From an optimization exercise on the open Yosys and OpenROAD flow, aimed at small area; shortcuts taken in it are not production practice. In this exercise RTL edits were held to simulation tests only and were not proved equivalent to the original. No activity file was given, so power comes from the tool's default toggle rates.

==> build 22: inputs <==
==> flow/design.v <==
module projeto (sec_out, milsec_out, curr_state, clock, HEX7, HEX6, HEX5, HEX4, HEX3, HEX2, HEX1, HEX0,
					 colunas, linhas, number, pressed, ledA, ledB, ledC, ledD, negative_led, rst);
output reg [9:0] sec_out;
output reg [3:0] milsec_out;
output reg [1:0] curr_state;
output [6:0] HEX7, HEX6, HEX5, HEX4, HEX3, HEX2, HEX1, HEX0;
output reg [3:0] colunas;
input [3:0] linhas;
output reg [3:0] number;
output pressed;
output reg ledA, ledB, ledC, ledD;
output reg negative_led;
input clock;
input rst;
assign pressed = 1'b0;
function [6:0] seg (input [3:0] k); begin
	seg[0] = (k[2]&~k[1]&~k[0]) | (~k[3]&~k[2]&~k[1]&k[0]) | (k[3]&k[1]);
	seg[1] = k[2] & ~(~k[3]&k[1]&k[0]) & ~(~k[1]&~k[0]);
	seg[2] = (k[3]&k[1]) | (~k[2]&k[1]&~k[0]);
	seg[3] = (k[2]&~k[1]&~k[0]) | (~k[2]&~k[1]&k[0]) | (k[2]&k[1]&k[0]);
	seg[4] = k[0] | (k[2]&~k[1]);
	seg[5] = (~k[2]&k[1]) | (k[1]&k[0]) | (~k[3]&~k[2]&k[0]);
	seg[6] = (k[2]&k[1]&k[0]) | (~k[3]&~k[2]&~k[1]);
end
endfunction
function [3:0] add3 (input [3:0] x); begin
	add3[3] = x[3] | (x[2]&x[1]) | (x[2]&x[0]);
	add3[2] = (x[2]&~x[1]&~x[0]) | (x[3]&x[0]);
	add3[1] = (~x[2]&x[1]) | (x[1]&x[0]) | (x[3]&~x[0]);
	add3[0] = (x[2]&x[1]&~x[0]) | (x[3]&~x[0]) | (~x[3]&~x[2]&x[0]);
end
endfunction
function [15:0] bcd (input [13:0] b);
	integer i;
	reg [29:0] s;
	begin
		s = {16'd0, b};
		for (i = 0; i < 14; i = i + 1) begin
			s[17:14] = add3(s[17:14]);
			s[21:18] = add3(s[21:18]);
			s[25:22] = add3(s[25:22]);
			s = s << 1;
		end
		bcd = s[29:14];
	end
endfunction
reg [3:0] pd;           
wire tick = pd[3] & pd[1];
reg calcMode;
reg [1:0] currInput;
reg [1:0] target;       
reg [1:0] op;           
reg [1:0] csc;
wire any = ~&linhas;
wire r0 = ~linhas[0];
wire r1 = linhas[0] & ~linhas[1];
wire r2 = linhas[0] & linhas[1] & ~linhas[2];
wire r3 = linhas[0] & linhas[1] & linhas[2] & ~linhas[3];
wire c0 = ~colunas[0], c1 = ~colunas[1], c2 = ~colunas[2], c3 = ~colunas[3];
wire t3 = target[1] & target[0];
always @(posedge clock) begin
	if (rst) begin
		pd <= 0; colunas <= 4'b1111; number <= 0; calcMode <= 0; currInput <= 0;
		target <= 2'd3; op <= 0;
	end else if (!tick) begin
		pd <= pd + 1'b1;
	end else begin
		pd <= 0;
		colunas <= {~(colunas[3] & colunas[2] & colunas[1]), colunas[3], colunas[2], colunas[1]};
		if (c0) begin
			if (r0) number <= 4'd1;
			else if (r1) number <= 4'd4;
			else if (r2) number <= 4'd7;
			else if (r3) calcMode <= 1'b1;
		end else if (c1) begin
			if (r0) number <= 4'd2;
			else if (r1) number <= 4'd5;
			else if (r2) number <= 4'd8;
			else if (r3) number <= 4'd0;
		end else if (c2) begin
			if (r0) number <= 4'd3;
			else if (r1) number <= 4'd6;
			else if (r2) number <= 4'd9;
			else if (r3) currInput <= currInput + 1'b1;
		end else if (c3) begin
			if (r0) begin
				target <= {t3, t3};
				if (calcMode) op <= 2'd1;
			end else if (r1) begin
				target <= 2'd1;
				if (calcMode) op <= 2'd2;
			end else if (r2) begin
				target <= {1'b1, t3};
				if (calcMode) op <= 2'd3;
			end else if (r3) begin
				if (!calcMode) target <= 2'd3;
				else calcMode <= 1'b0;
			end
		end
	end
end
always @(posedge clock) begin
	if (rst) curr_state <= 2'd3;
	else curr_state <= target;
	csc <= op;
end
reg [6:0] pulsos;       
reg [3:0] pulsos_aux;   
wire p_end = pulsos[6] & pulsos[5] & pulsos[2];
wire pa_end = pulsos_aux[3] & pulsos_aux[1];
wire ms9 = milsec_out[3] & milsec_out[0];
wire counting = curr_state == 2'd1 || curr_state == 2'd2;
always @(posedge clock) begin
	if (rst || curr_state == 2'd0) begin
		sec_out <= 0; milsec_out <= 0; pulsos <= 0; pulsos_aux <= 0;
	end else begin
		if (sec_out == 10'd999 && ms9) begin
			sec_out <= 0; milsec_out <= 0;
		end
		if (counting) begin
			pulsos <= p_end ? 7'd0 : pulsos + 1'b1;
			pulsos_aux <= pa_end ? 4'd0 : pulsos_aux + 1'b1;
			if (pa_end) milsec_out <= ms9 ? 4'd0 : milsec_out + 1'b1;
			if (p_end) sec_out <= sec_out + 1'b1;
		end
	end
end
reg [3:0] k7, k6, k5, k4, k3, k2, k1, k0;    
reg [6:0] ln1, ln2;
reg [13:0] result;
function [3:0] dig (input [3:0] k); dig = (k[3] & k[2]) ? 4'd0 : k; endfunction
wire [7:0] diff = {1'b0, ln1} - {1'b0, ln2};
wire ln2_gt = diff[7];
wire [6:0] absd = ln2_gt ? (ln2 - ln1) : diff[6:0];
wire [13:0] conv_in = calcMode ? result : (curr_state == 2'd0 ? 14'd0 : {4'd0, sec_out});
wire [15:0] b = bcd(conv_in);
always @(posedge clock) begin
	if (rst) begin
		k7 <= 4'hf; k6 <= 4'hf; k5 <= 4'hf; k4 <= 4'hf;
		k3 <= 4'hf; k2 <= 4'hf; k1 <= 4'hf; k0 <= 4'hf;
		ledA <= 0; ledB <= 0; ledC <= 0; ledD <= 0; negative_led <= 0;
		ln2 <= 0;
	end else if (calcMode) begin
		case (currInput)
			2'd0: k7 <= number;
			2'd1: k6 <= number;
			2'd2: k5 <= number;
			2'd3: k4 <= number;
		endcase
		ledA <= currInput == 2'd0;
		ledB <= currInput == 2'd1;
		ledC <= currInput == 2'd2;
		ledD <= currInput == 2'd3;
		ln2 <= dig(k4) + dig(k5) * 4'd10;
		{k3, k2, k1, k0} <= b;
		if (result != 0) negative_led <= ln2_gt & (op == 2'd2);
	end else begin
		k7 <= 4'hf; k6 <= 4'hf; k5 <= 4'hf; k4 <= 4'hf;
		ledA <= 0; ledB <= 0; ledC <= 0; ledD <= 0;
		k3 <= b[11:8] | {4{b[12]}};
		k2 <= b[7:4];
		k1 <= b[3:0];
		k0 <= curr_state == 2'd0 ? 4'd0 : milsec_out;
	end
end
always @(posedge clock) begin
	if (!calcMode) begin
		ln1 <= 0; result <= 0;
	end else begin
		ln1 <= dig(k6) + dig(k7) * 4'd10;
		case (csc)
			2'd1: result <= ln1 + ln2;
			2'd2: result <= absd;
			2'd3: result <= ln1 * ln2;
			default: ;
		endcase
	end
end
assign HEX7 = seg(k7);
assign HEX6 = seg(k6);
assign HEX5 = seg(k5);
assign HEX4 = seg(k4);
assign HEX3 = seg(k3);
assign HEX2 = seg(k2);
assign HEX1 = seg(k1);
assign HEX0 = seg(k0);
endmodule
==> flow/run.sh <==
#!/bin/bash
# synth_recipe.tcl (not shown) runs the flow's synth.tcl, then flattens the netlist and writes it again
# the make line also repeats each setting of config.mk as NAME=value (left out here)
make -C /OpenROAD-flow-scripts/flow DESIGN_CONFIG=/design/flow/config.mk WORK_HOME=/design/flow/orfs CLKGATE_MAP_FILE= SYNTH_SCRIPT=/design/flow/synth_recipe.tcl finish
==> flow/config.mk <==
export PLATFORM = sky130hd
export DESIGN_NAME = projeto
export DESIGN_NICKNAME = projeto
export VERILOG_FILES = /design/flow/design.v
export SDC_FILE = /design/flow/constraint.sdc
export NUM_CORES = 4
export LEC_CHECK = 0
export ABC_AREA = 1
export CAP_MARGIN = 20
export CORE_MARGIN = 2
export CORE_UTILIZATION = 40
export SLEW_MARGIN = 20
==> flow/constraint.sdc <==
create_clock -name core_clock -period 20.0 [get_ports {clock}]
set_input_delay 4.0000 -clock core_clock [delete_from_list [all_inputs] [get_ports {clock}]]
set_output_delay 4.0000 -clock core_clock [all_outputs]
set_load 0.01 [all_outputs]
==> build 78: changes against build 22 <==
--- a/flow/design.v
+++ b/flow/design.v
@@ -131,7 +131,7 @@
 function [3:0] dig (input [3:0] k); dig = (k[3] & k[2]) ? 4'd0 : k; endfunction
 wire [7:0] diff = {1'b0, ln1} - {1'b0, ln2};
 wire ln2_gt = diff[7];
-wire [6:0] absd = ln2_gt ? (ln2 - ln1) : diff[6:0];
+wire [6:0] absd = (diff[6:0] ^ {7{ln2_gt}}) + ln2_gt;
 wire [13:0] conv_in = calcMode ? result : (curr_state == 2'd0 ? 14'd0 : {4'd0, sec_out});
 wire [15:0] b = bcd(conv_in);
 always @(posedge clock) begin
@@ -172,7 +172,7 @@
 			2'd1: result <= ln1 + ln2;
 			2'd2: result <= absd;
 			2'd3: result <= ln1 * ln2;
-			default: ;
+			default: result <= 0;
 		endcase
 	end
 end
==> flow/flow/run.sh (new file) <==
#!/bin/bash
# Own layout flow: the standard synthesis, then an area re-mapping of the
# combinational logic only (registers untouched), then the standard layout
# with port buffers of the smallest buffer and a clock tree of small buffers.
set -euo pipefail
W=$(pwd)
R=$W/orfs/results/$FLOW_PLATFORM/projeto/base
LIB=$FLOW_HOME/platforms/$FLOW_PLATFORM/lib/sky130_fd_sc_hd__tt_025C_1v80.lib
YOSYS=$FLOW_HOME/../tools/install/yosys/bin/yosys
command -v yosys >/dev/null 2>&1 && YOSYS=$(command -v yosys)

bash standard.sh synth > $W/log_1_standard_synth.txt 2>&1
cp $R/1_2_yosys.v $W/std_synth.v

sed "s#@LIB@#$LIB#g" flow/reopt.ys > $W/reopt_run.ys
$YOSYS -s $W/reopt_run.ys > $W/log_2_reopt_yosys.txt 2>&1
cp $W/reopt_synth.v $R/1_2_yosys.v
rm -f $R/1_synth.odb $R/1_synth.sdc

bash standard.sh \
  "BUFFER_PORTS_ARGS=-buffer_cell sky130_fd_sc_hd__buf_1" \
  "CTS_ARGS=-sink_clustering_enable -repair_clock_nets -dont_use_dummy_load -buf_list sky130_fd_sc_hd__clkbuf_4 -sink_clustering_size 16 -sink_clustering_max_diameter 60" \
  finish > $W/log_3_standard_layout.txt 2>&1
==> flow/flow/area.abc (new file) <==
strash
&get -n
&deepsyn -T 60
&put
dch -f
amap
topo
==> flow/flow/reopt.ys (new file) <==
# Re-map the combinational logic of the standard synthesis netlist for area.
# Flip-flop instances are kept as they are (same cells, same names).
read_liberty -ignore_miss_func @LIB@
read_verilog std_synth.v
hierarchy -top projeto
setattr -mod -set keep_hierarchy 1 sky130_fd_sc_hd__df* sky130_fd_sc_hd__edf* sky130_fd_sc_hd__sdf* sky130_fd_sc_hd__dl*
flatten
opt_clean
abc -liberty @LIB@ -dont_use *probe* -dont_use *lpflow* -script flow/area.abc
opt_clean -purge
hilomap -singleton -hicell sky130_fd_sc_hd__conb_1 HI -locell sky130_fd_sc_hd__conb_1 LO
splitnets
opt_clean -purge
select projeto
write_verilog -selected -noattr -noexpr -nohex -nodec reopt_synth.v
select -clear
read_liberty -lib -overwrite @LIB@
tee -o reopt_stat.txt stat -liberty @LIB@ -top projeto
==> flow/standard.sh (new file) <==
#!/bin/bash
# synth_recipe.tcl (not shown) runs the flow's synth.tcl, then flattens the netlist and writes it again
# the make line also repeats each setting of config.mk as NAME=value (left out here)
make -C /OpenROAD-flow-scripts/flow DESIGN_CONFIG=/design/flow/config.mk WORK_HOME=/design/flow/orfs CLKGATE_MAP_FILE= SYNTH_SCRIPT=/design/flow/synth_recipe.tcl "${@:-finish}"
removed: flow/run.sh
==> build 9: changes against build 22 <==
--- a/flow/design.v
+++ b/flow/design.v
@@ -13,14 +13,28 @@
 input clock;
 input rst;
 assign pressed = 1'b0;
-function [6:0] seg (input [3:0] k); begin
-	seg[0] = (k[2]&~k[1]&~k[0]) | (~k[3]&~k[2]&~k[1]&k[0]) | (k[3]&k[1]);
-	seg[1] = k[2] & ~(~k[3]&k[1]&k[0]) & ~(~k[1]&~k[0]);
-	seg[2] = (k[3]&k[1]) | (~k[2]&k[1]&~k[0]);
-	seg[3] = (k[2]&~k[1]&~k[0]) | (~k[2]&~k[1]&k[0]) | (k[2]&k[1]&k[0]);
-	seg[4] = k[0] | (k[2]&~k[1]);
-	seg[5] = (~k[2]&k[1]) | (k[1]&k[0]) | (~k[3]&~k[2]&k[0]);
-	seg[6] = (k[2]&k[1]&k[0]) | (~k[3]&~k[2]&~k[1]);
+function [6:0] segc (input [3:0] k); begin
+	segc[0] = (~k[3]&k[1]);
+	segc[1] = (k[3]&k[1]&~k[0]) | (~k[3]&~k[2]&k[0]);
+	segc[2] = (~k[2]&k[1]&k[0]);
+	segc[3] = (~k[3]);
+	segc[4] = ~((k[3]&~k[2]));
+	segc[5] = ~((~k[0]) | (~k[2]&~k[1]));
+	segc[6] = ~((~k[0]) | (k[3]&k[1]));
+end
+endfunction
+function [3:0] enc (input [3:0] d); begin
+	enc[0] = (d[1]&d[0]) | (~d[3]&~d[2]);
+	enc[1] = (~d[3]&~d[1]&d[0]) | (~d[2]&d[1]) | (d[2]&~d[0]);
+	enc[2] = (d[0]);
+	enc[3] = ~((d[2]&~d[1]&~d[0]) | (~d[2]&~d[1]&d[0]) | (d[2]&d[1]&d[0]));
+end
+endfunction
+function [3:0] decc (input [3:0] k); begin
+	decc[0] = (k[2]);
+	decc[1] = ~((~k[2]&~k[1]) | (k[2]&~k[0]) | (~k[3]&k[1]));
+	decc[2] = (k[1]&~k[0]) | (k[2]&~k[1]&k[0]);
+	decc[3] = (~k[1]&~k[0]);
 end
 endfunction
 function [3:0] add3 (input [3:0] x); begin
@@ -128,60 +142,60 @@
 reg [3:0] k7, k6, k5, k4, k3, k2, k1, k0;    
 reg [6:0] ln1, ln2;
 reg [13:0] result;
-function [3:0] dig (input [3:0] k); dig = (k[3] & k[2]) ? 4'd0 : k; endfunction
+wire [3:0] ncode = enc(number);
 wire [7:0] diff = {1'b0, ln1} - {1'b0, ln2};
 wire ln2_gt = diff[7];
-wire [6:0] absd = ln2_gt ? (ln2 - ln1) : diff[6:0];
+wire [6:0] absd = (diff[6:0] ^ {7{ln2_gt}}) + ln2_gt;
 wire [13:0] conv_in = calcMode ? result : (curr_state == 2'd0 ? 14'd0 : {4'd0, sec_out});
 wire [15:0] b = bcd(conv_in);
 always @(posedge clock) begin
 	if (rst) begin
-		k7 <= 4'hf; k6 <= 4'hf; k5 <= 4'hf; k4 <= 4'hf;
-		k3 <= 4'hf; k2 <= 4'hf; k1 <= 4'hf; k0 <= 4'hf;
+		k7 <= 4'd3; k6 <= 4'd3; k5 <= 4'd3; k4 <= 4'd3;
+		k3 <= 4'd3; k2 <= 4'd3; k1 <= 4'd3; k0 <= 4'd3;
 		ledA <= 0; ledB <= 0; ledC <= 0; ledD <= 0; negative_led <= 0;
 		ln2 <= 0;
 	end else if (calcMode) begin
 		case (currInput)
-			2'd0: k7 <= number;
-			2'd1: k6 <= number;
-			2'd2: k5 <= number;
-			2'd3: k4 <= number;
+			2'd0: k7 <= ncode;
+			2'd1: k6 <= ncode;
+			2'd2: k5 <= ncode;
+			2'd3: k4 <= ncode;
 		endcase
 		ledA <= currInput == 2'd0;
 		ledB <= currInput == 2'd1;
 		ledC <= currInput == 2'd2;
 		ledD <= currInput == 2'd3;
-		ln2 <= dig(k4) + dig(k5) * 4'd10;
-		{k3, k2, k1, k0} <= b;
+		ln2 <= decc(k4) + decc(k5) * 4'd10;
+		k3 <= enc(b[15:12]); k2 <= enc(b[11:8]); k1 <= enc(b[7:4]); k0 <= enc(b[3:0]);
 		if (result != 0) negative_led <= ln2_gt & (op == 2'd2);
 	end else begin
-		k7 <= 4'hf; k6 <= 4'hf; k5 <= 4'hf; k4 <= 4'hf;
+		k7 <= 4'd3; k6 <= 4'd3; k5 <= 4'd3; k4 <= 4'd3;
 		ledA <= 0; ledB <= 0; ledC <= 0; ledD <= 0;
-		k3 <= b[11:8] | {4{b[12]}};
-		k2 <= b[7:4];
-		k1 <= b[3:0];
-		k0 <= curr_state == 2'd0 ? 4'd0 : milsec_out;
+		k3 <= b[12] ? 4'd3 : enc(b[11:8]);
+		k2 <= enc(b[7:4]);
+		k1 <= enc(b[3:0]);
+		k0 <= enc(curr_state == 2'd0 ? 4'd0 : milsec_out);
 	end
 end
 always @(posedge clock) begin
 	if (!calcMode) begin
 		ln1 <= 0; result <= 0;
 	end else begin
-		ln1 <= dig(k6) + dig(k7) * 4'd10;
+		ln1 <= decc(k6) + decc(k7) * 4'd10;
 		case (csc)
 			2'd1: result <= ln1 + ln2;
 			2'd2: result <= absd;
 			2'd3: result <= ln1 * ln2;
-			default: ;
+			default: result <= 0;
 		endcase
 	end
 end
-assign HEX7 = seg(k7);
-assign HEX6 = seg(k6);
-assign HEX5 = seg(k5);
-assign HEX4 = seg(k4);
-assign HEX3 = seg(k3);
-assign HEX2 = seg(k2);
-assign HEX1 = seg(k1);
-assign HEX0 = seg(k0);
+assign HEX7 = segc(k7);
+assign HEX6 = segc(k6);
+assign HEX5 = segc(k5);
+assign HEX4 = segc(k4);
+assign HEX3 = segc(k3);
+assign HEX2 = segc(k2);
+assign HEX1 = segc(k1);
+assign HEX0 = segc(k0);
 endmodule
==> flow/flow/run.sh (new file) <==
#!/bin/bash
# Own layout flow: the standard synthesis, then an area re-mapping of the
# combinational logic only (registers untouched), then the standard layout
# with port buffers of the smallest buffer and a clock tree of small buffers.
set -euo pipefail
W=$(pwd)
R=$W/orfs/results/$FLOW_PLATFORM/projeto/base
LIB=$FLOW_HOME/platforms/$FLOW_PLATFORM/lib/sky130_fd_sc_hd__tt_025C_1v80.lib
YOSYS=$FLOW_HOME/../tools/install/yosys/bin/yosys
command -v yosys >/dev/null 2>&1 && YOSYS=$(command -v yosys)

bash standard.sh synth > $W/log_1_standard_synth.txt 2>&1
cp $R/1_2_yosys.v $W/std_synth.v

sed "s#@LIB@#$LIB#g" flow/reopt.ys > $W/reopt_run.ys
$YOSYS -s $W/reopt_run.ys > $W/log_2_reopt_yosys.txt 2>&1
cp $W/reopt_synth.v $R/1_2_yosys.v
rm -f $R/1_synth.odb $R/1_synth.sdc

bash standard.sh \
  "BUFFER_PORTS_ARGS=-buffer_cell sky130_fd_sc_hd__buf_1" \
  "CTS_ARGS=-sink_clustering_enable -repair_clock_nets -dont_use_dummy_load -buf_list sky130_fd_sc_hd__clkbuf_4 -sink_clustering_size 16 -sink_clustering_max_diameter 60" \
  finish > $W/log_3_standard_layout.txt 2>&1
==> flow/flow/area.abc (new file) <==
strash
&get -n
&deepsyn -T 30
&if -K 4 -a
&mfs
&st
&deepsyn -T 30
&put
dch -f
amap
topo
==> flow/flow/reopt.ys (new file) <==
# Re-map the combinational logic of the standard synthesis netlist for area.
# Flip-flop instances are kept as they are (same cells, same names).
read_liberty -ignore_miss_func @LIB@
read_verilog std_synth.v
hierarchy -top projeto
setattr -mod -set keep_hierarchy 1 sky130_fd_sc_hd__df* sky130_fd_sc_hd__edf* sky130_fd_sc_hd__sdf* sky130_fd_sc_hd__dl*
flatten
opt_clean
abc -liberty @LIB@ -dont_use *probe* -dont_use *lpflow* -script flow/area.abc
opt_clean -purge
hilomap -singleton -hicell sky130_fd_sc_hd__conb_1 HI -locell sky130_fd_sc_hd__conb_1 LO
splitnets
opt_clean -purge
select projeto
write_verilog -selected -noattr -noexpr -nohex -nodec reopt_synth.v
select -clear
read_liberty -lib -overwrite @LIB@
tee -o reopt_stat.txt stat -liberty @LIB@ -top projeto
==> flow/standard.sh (new file) <==
#!/bin/bash
# synth_recipe.tcl (not shown) runs the flow's synth.tcl, then flattens the netlist and writes it again
# the make line also repeats each setting of config.mk as NAME=value (left out here)
make -C /OpenROAD-flow-scripts/flow DESIGN_CONFIG=/design/flow/config.mk WORK_HOME=/design/flow/orfs CLKGATE_MAP_FILE= SYNTH_SCRIPT=/design/flow/synth_recipe.tcl "${@:-finish}"
removed: flow/run.sh
==> run summary <==
	build 22	build 78	build 9
Run status	finished clean	finished clean	finished clean
Layout cells sized above 1	6.273%	1.601%	1.508%
Gpl congestion	0.8557	0.8889	0.9030
Multi-input gate share of the layout cell area	55.10%	56.16%	55.28%
Min Clock Period, post-route	6868 ps	9190 ps	10120 ps
Number of vias after detailed routing	9829	8299	8208
Clock buf/inv share	5.295%	1.545%	1.581%
Critical path class	input port to flop	flop to flop	flop to flop
Filler cell count in the final layout	2531	1996	1944
Post-place setup slack	13200 ps	10920 ps	10120 ps
CP Launch Type	input port	flop	flop
Switch Pwr	0.1327 mW	0.09034 mW	0.08874 mW
Non-clock inverter count	275	153	154
Starting density of the core	40.55%	41.19%	40.65%
Minimum setup slack among reg-to-reg paths	14890 ps	10810 ps	9880 ps
Overall power	0.5813 mW	0.3627 mW	0.3609 mW
Instance count on the critical path	5	46	45
Destination of the critical timing path	k3[2]$_SDFF_PP1_	k2[1]$_SDFF_PP1_	k2[0]$_SDFF_PP1_
Combinational group power	0.0274 mW	0.0197 mW	0.0166 mW
Average instance area after synthesis	6.503 µm²	6.224 µm²	6.344 µm²
All-layer global routing usage	20.50%	21.29%	21.53%
Sequential Power Share	39.5%	63.2%	63.7%

[static timing again, ports no longer ideal]
The flow's constraints put no driver on any port. The routed layouts listed below were extracted and timed again, unchanged, in two steps. Step 1: set_driving_cell puts a clkbuf_16 on clock and a buf_2 on each other input, an assumption about the parent block. Step 2 adds t to the input delays and takes it off the output delays; t is the mean of the earliest and latest rising clock arrival at the registers after step 1. Input paths then give back, and output paths get back, about the clock's delay inside the block. Slacks: no drivers / after step 1 / after step 2; pairs: no drivers / after step 1.
run | t, ns | setup WS [ns] | hold slack, ns | worst setup path after step 2 | clock arrival spread, ns
build 22 | 0.465 | 13.132 / 13.142 / 12.677 | 0.358 / 0.358 / 0.358 | input to register | 0.010 / 0.010
build 78 | 0.561 | 10.810 / 10.810 / 10.810 | 0.380 / 0.380 / 0.380 | register to register | 0.040 / 0.039
build 9 | 0.555 | 9.877 / 9.877 / 9.877 | 0.359 / 0.359 / 0.359 | register to register | 0.048 / 0.048
After both steps every run listed still meets setup and hold. For build 22, which loses most, drivers alone change the setup slack by +0.010 ns; drivers and shift together by -0.455 ns.
